Context: an optimization exercise on an open-source flow, tuned for small area and a short achievable clock period. The choices shown serve that exercise and are no tape-out recipe.
Function was checked by simulation only, so behaviour that the tests miss may differ from the original.
Power and IR drop assume default switching activity.

// riscv_ppu
module riscv_ppu (
    input             clk,
    input             reset,
    output [31:0]     imem_addr,
    input  [31:0]     imem_data,
    output            dmem_en,
    output            dmem_rw,
    output            dmem_se,
    output [1:0]      dmem_size,
    output [31:0]     dmem_addr,
    output [31:0]     dmem_wdata,
    input  [31:0]     dmem_rdata
);
    reg  [31:0] pc;
    reg  [31:0] id_ir;
    reg  [31:0] id_pc;
    reg         id_v;        
    reg  [31:1] id_dec_a;    
    reg  [31:1] id_dec_b;    
    reg  [31:0] ex_a;        
    reg  [31:0] ex_b;        
    reg  [31:0] ex_t;        
    reg  [4:0]  ex_rd;
    reg         ex_rf;       
    reg         ex_ld;       
    reg         ex_en;       
    reg         ex_st;       
    reg         ex_se;
    reg  [1:0]  ex_size;
    reg  [2:0]  ex_bt;       
    reg         ex_jalr;
    reg         ex_link;     
    reg         ex_sub;
    reg         ex_sra;
    reg         ex_s_sum, ex_s_sll, ex_s_slt, ex_s_sltu;    
    reg         ex_s_xor, ex_s_sr, ex_s_or, ex_s_and;
    reg         ex_tfwd;     
    reg         ex_left;     
    reg  [31:0] mem_res;
    reg  [31:0] mem_sd;
    reg  [4:0]  mem_rd;
    reg         mem_rf, mem_ld, mem_en, mem_st, mem_se;
    reg  [1:0]  mem_size;
    reg  [31:0] wb_pw;
    reg  [4:0]  wb_rd;
    reg         wb_rf;
    reg  [31:0] rf [1:31];
    wire [6:0] op  = id_ir[6:0];
    wire [2:0] f3  = id_ir[14:12];
    wire [6:0] f7  = id_ir[31:25];
    wire [4:0] rs1 = id_ir[19:15];
    wire [4:0] rs2 = id_ir[24:20];
    wire [4:0] rd  = id_ir[11:7];
    wire f7z = (f7 == 7'b0000000);
    wire f7s = (f7 == 7'b0100000);
    wire o_opimm = id_v & (op == 7'b0010011);
    wire o_op    = id_v & (op == 7'b0110011);
    wire o_lui   = id_v & (op == 7'b0110111);
    wire o_auipc = id_v & (op == 7'b0010111);
    wire o_load  = id_v & (op == 7'b0000011);
    wire o_store = id_v & (op == 7'b0100011);
  ...
Size in the first run: ~4600 cells after synthesis, roughly 1400 flip-flops, ~170 I/O pins.
Settings: LEC_CHECK=0, ABC_CLOCK_PERIOD_IN_PS=3000, CAP_MARGIN=20, CORE_MARGIN=2, CORE_UTILIZATION=40, CTS_CLUSTER_DIAMETER=100, CTS_CLUSTER_SIZE=24, PLACE_DENSITY=0.6, SLEW_MARGIN=20, SYNTH_HIERARCHICAL=1; clock period 9.0 ns.
standard.sh (not shown) runs the stock make flow with config.mk's settings and CLKGATE_MAP_FILE= SYNTH_SCRIPT=/design/flow/synth_recipe.tcl, a recipe that flattens the netlist after the stock synthesis.
==> flow/flow/run.sh <==
#!/bin/bash
# Own layout flow: the standard ORFS flow (standard.sh, with the standard
# synthesis unchanged) with two resizer settings changed:
#  - ports buffered with buf_2 instead of the default delay-cell buffer.
# The clock period and I/O constraints are the design's (constraint.sdc is
# not touched). The flow's output goes to standard_flow.log; ORFS writes each
# step's log under orfs/logs/.
set -euo pipefail
MARGIN=5.7
bash standard.sh SETUP_SLACK_MARGIN=$MARGIN \
    "BUFFER_PORTS_ARGS=-buffer_cell sky130_fd_sc_hd__buf_2" \
    finish > standard_flow.log 2>&1
Edit:
--- a/flow/flow/run.sh
+++ b/flow/flow/run.sh
@@ -7,5 +7,5 @@
 # step's log under orfs/logs/.
 set -euo pipefail
-MARGIN=5.7
+MARGIN=5.5
 bash standard.sh SETUP_SLACK_MARGIN=$MARGIN \
     "BUFFER_PORTS_ARGS=-buffer_cell sky130_fd_sc_hd__buf_2" \
Clock power came out lower by about 2%.
Sequential power grows by about 0.5%.
Die area does not change.
Routed wire length is higher by 1.3%.
Synthesized cell count stays the same.
Synthesized area does not change.
Fmax goes down by 6.0%.
Clock skew came out lower by 0.017 ns.
Setup slack loses 0.22 ns.

---

raven:
Starting RTL as in the previous note.
export LEC_CHECK = 0
export ABC_CLOCK_PERIOD_IN_PS = 3000
export CAP_MARGIN = 20
export CORE_MARGIN = 2
export CORE_UTILIZATION = 40
export CTS_CLUSTER_DIAMETER = 100
export CTS_CLUSTER_SIZE = 22
export PLACE_DENSITY = 0.6
export SLEW_MARGIN = 20
export SYNTH_HIERARCHICAL = 1
create_clock -name core_clock -period 9.0 [get_ports {clk}]
==> flow/flow/run.sh <==
#!/bin/bash
# Own layout flow: the standard ORFS flow (standard.sh, with the standard
# synthesis unchanged) with two resizer settings changed:
#  - ports buffered with buf_2 instead of the default delay-cell buffer.
# The clock period and I/O constraints are the design's (constraint.sdc is
# not touched). The flow's output goes to standard_flow.log; ORFS writes each
# step's log under orfs/logs/.
set -euo pipefail
MARGIN=5.7
bash standard.sh SETUP_SLACK_MARGIN=$MARGIN \
    "BUFFER_PORTS_ARGS=-buffer_cell sky130_fd_sc_hd__buf_2" \
    finish > standard_flow.log 2>&1
--- input diff raven..violet ---
# raven
export LEC_CHECK = 0
export ABC_CLOCK_PERIOD_IN_PS = 3000
export CAP_MARGIN = 20
export CORE_MARGIN = 2
export CORE_UTILIZATION = 40
export CTS_CLUSTER_DIAMETER = 100
export CTS_CLUSTER_SIZE = 22
export PLACE_DENSITY = 0.6
export SLEW_MARGIN = 20
export SYNTH_HIERARCHICAL = 1
create_clock -name core_clock -period 9.0 [get_ports {clk}]
# violet
export LEC_CHECK = 0
export ABC_CLOCK_PERIOD_IN_PS = 3000
export CAP_MARGIN = 20
export CORE_MARGIN = 2
export CORE_UTILIZATION = 40
export CTS_CLUSTER_DIAMETER = 100
export CTS_CLUSTER_SIZE = 20
export PLACE_DENSITY = 0.6
export SLEW_MARGIN = 20
export SYNTH_HIERARCHICAL = 1
create_clock -name core_clock -period 9.0 [get_ports {clk}]
-- flow/flow/run.sh --
<<< raven, line 9
MARGIN=5.7
>>> violet, line 9
MARGIN=5.9
Findings:
Delta (violet minus raven): number of buffers inserted by hold repair at cts saw little to no change; non-clock buffer count now sits higher; placer congestion estimate has decreased. Compared with raven, violet ends up with a larger final cell area. Delta (violet minus raven): wire length reported by the detailed router up 11 mm; worst hold slack has increased; total power increased by about 3.5% relative to the old numbers; leakage power summed over all cells went up by 3.6%.
The inputs of lagoon differ from those of violet as listed below.
-- flow/flow/run.sh --
<<< violet, line 9
MARGIN=5.9
>>> lagoon, line 9
MARGIN=5.5
==> comparison <==
lagoon finished every stage and its layout cleared the timing, design-rule and antenna checks.
Largest voltage drop on the vdd net: lagoon and violet compared, lower one is violet
Lower final core utilization among lagoon and violet: lagoon
Against violet, design area in lagoon came out better.
Summary — relative contribution of the clock network to total power, lagoon relative to violet: higher, by 0.6 points.
lagoon vs violet on worst reg-to-reg path cell count: lagoon is the lower one.
Looking at synthesis-to-finish area growth, lagoon sits 5.8 points below violet.
In the reports for lagoon and violet, the smaller relative contribution of sequential cells to total power belongs to violet.
On post-cts repair resize count: lagoon sits below violet.
Total power: lagoon better than violet

==> separate check: timing with driven ports <==
The flow's constraints put no driver on any port. The routed layouts listed below were extracted and timed again, unchanged, in two steps.
Step 1: set_driving_cell puts a clkbuf_16 on clk and a buf_2 on each other input, an assumption about the parent block.
Step 2, shift: input delay + t, output delay - t, t = (earliest + latest rising clock arrival at the registers) / 2. This alone moves slack from input paths to output paths.
Three values: no drivers, after step 1, after step 2; two values: the first two.
| run | t (ns) | setup slack, ns | worst register clock-pin slew, ns | worst data-port slew with drivers (ns) | cell pins on the clock port's net |
|---|---|---|---|---|---|
| the first run of note 1 | 0.806 | 5.532 / 5.532 / 4.985 | 0.12 / 0.12 | 0.08 | 1 |
| the second run of note 1 | 0.791 | 5.312 / 5.312 / 5.074 | 0.11 / 0.11 | 0.15 | 1 |
| raven | 0.797 | 5.461 / 5.461 / 4.883 | 0.11 / 0.11 | 0.08 | 1 |
| violet | 0.807 | 5.537 / 5.537 / 5.089 | 0.11 / 0.11 | 0.09 | 1 |
| lagoon | 0.788 | 5.356 / 5.356 / 5.106 | 0.10 / 0.10 | 0.15 | 1 |
After both steps setup and hold are still met in every run listed. The setup slack of raven, which loses most, moves by 0.000 ns with the drivers and by -0.578 ns with both steps.
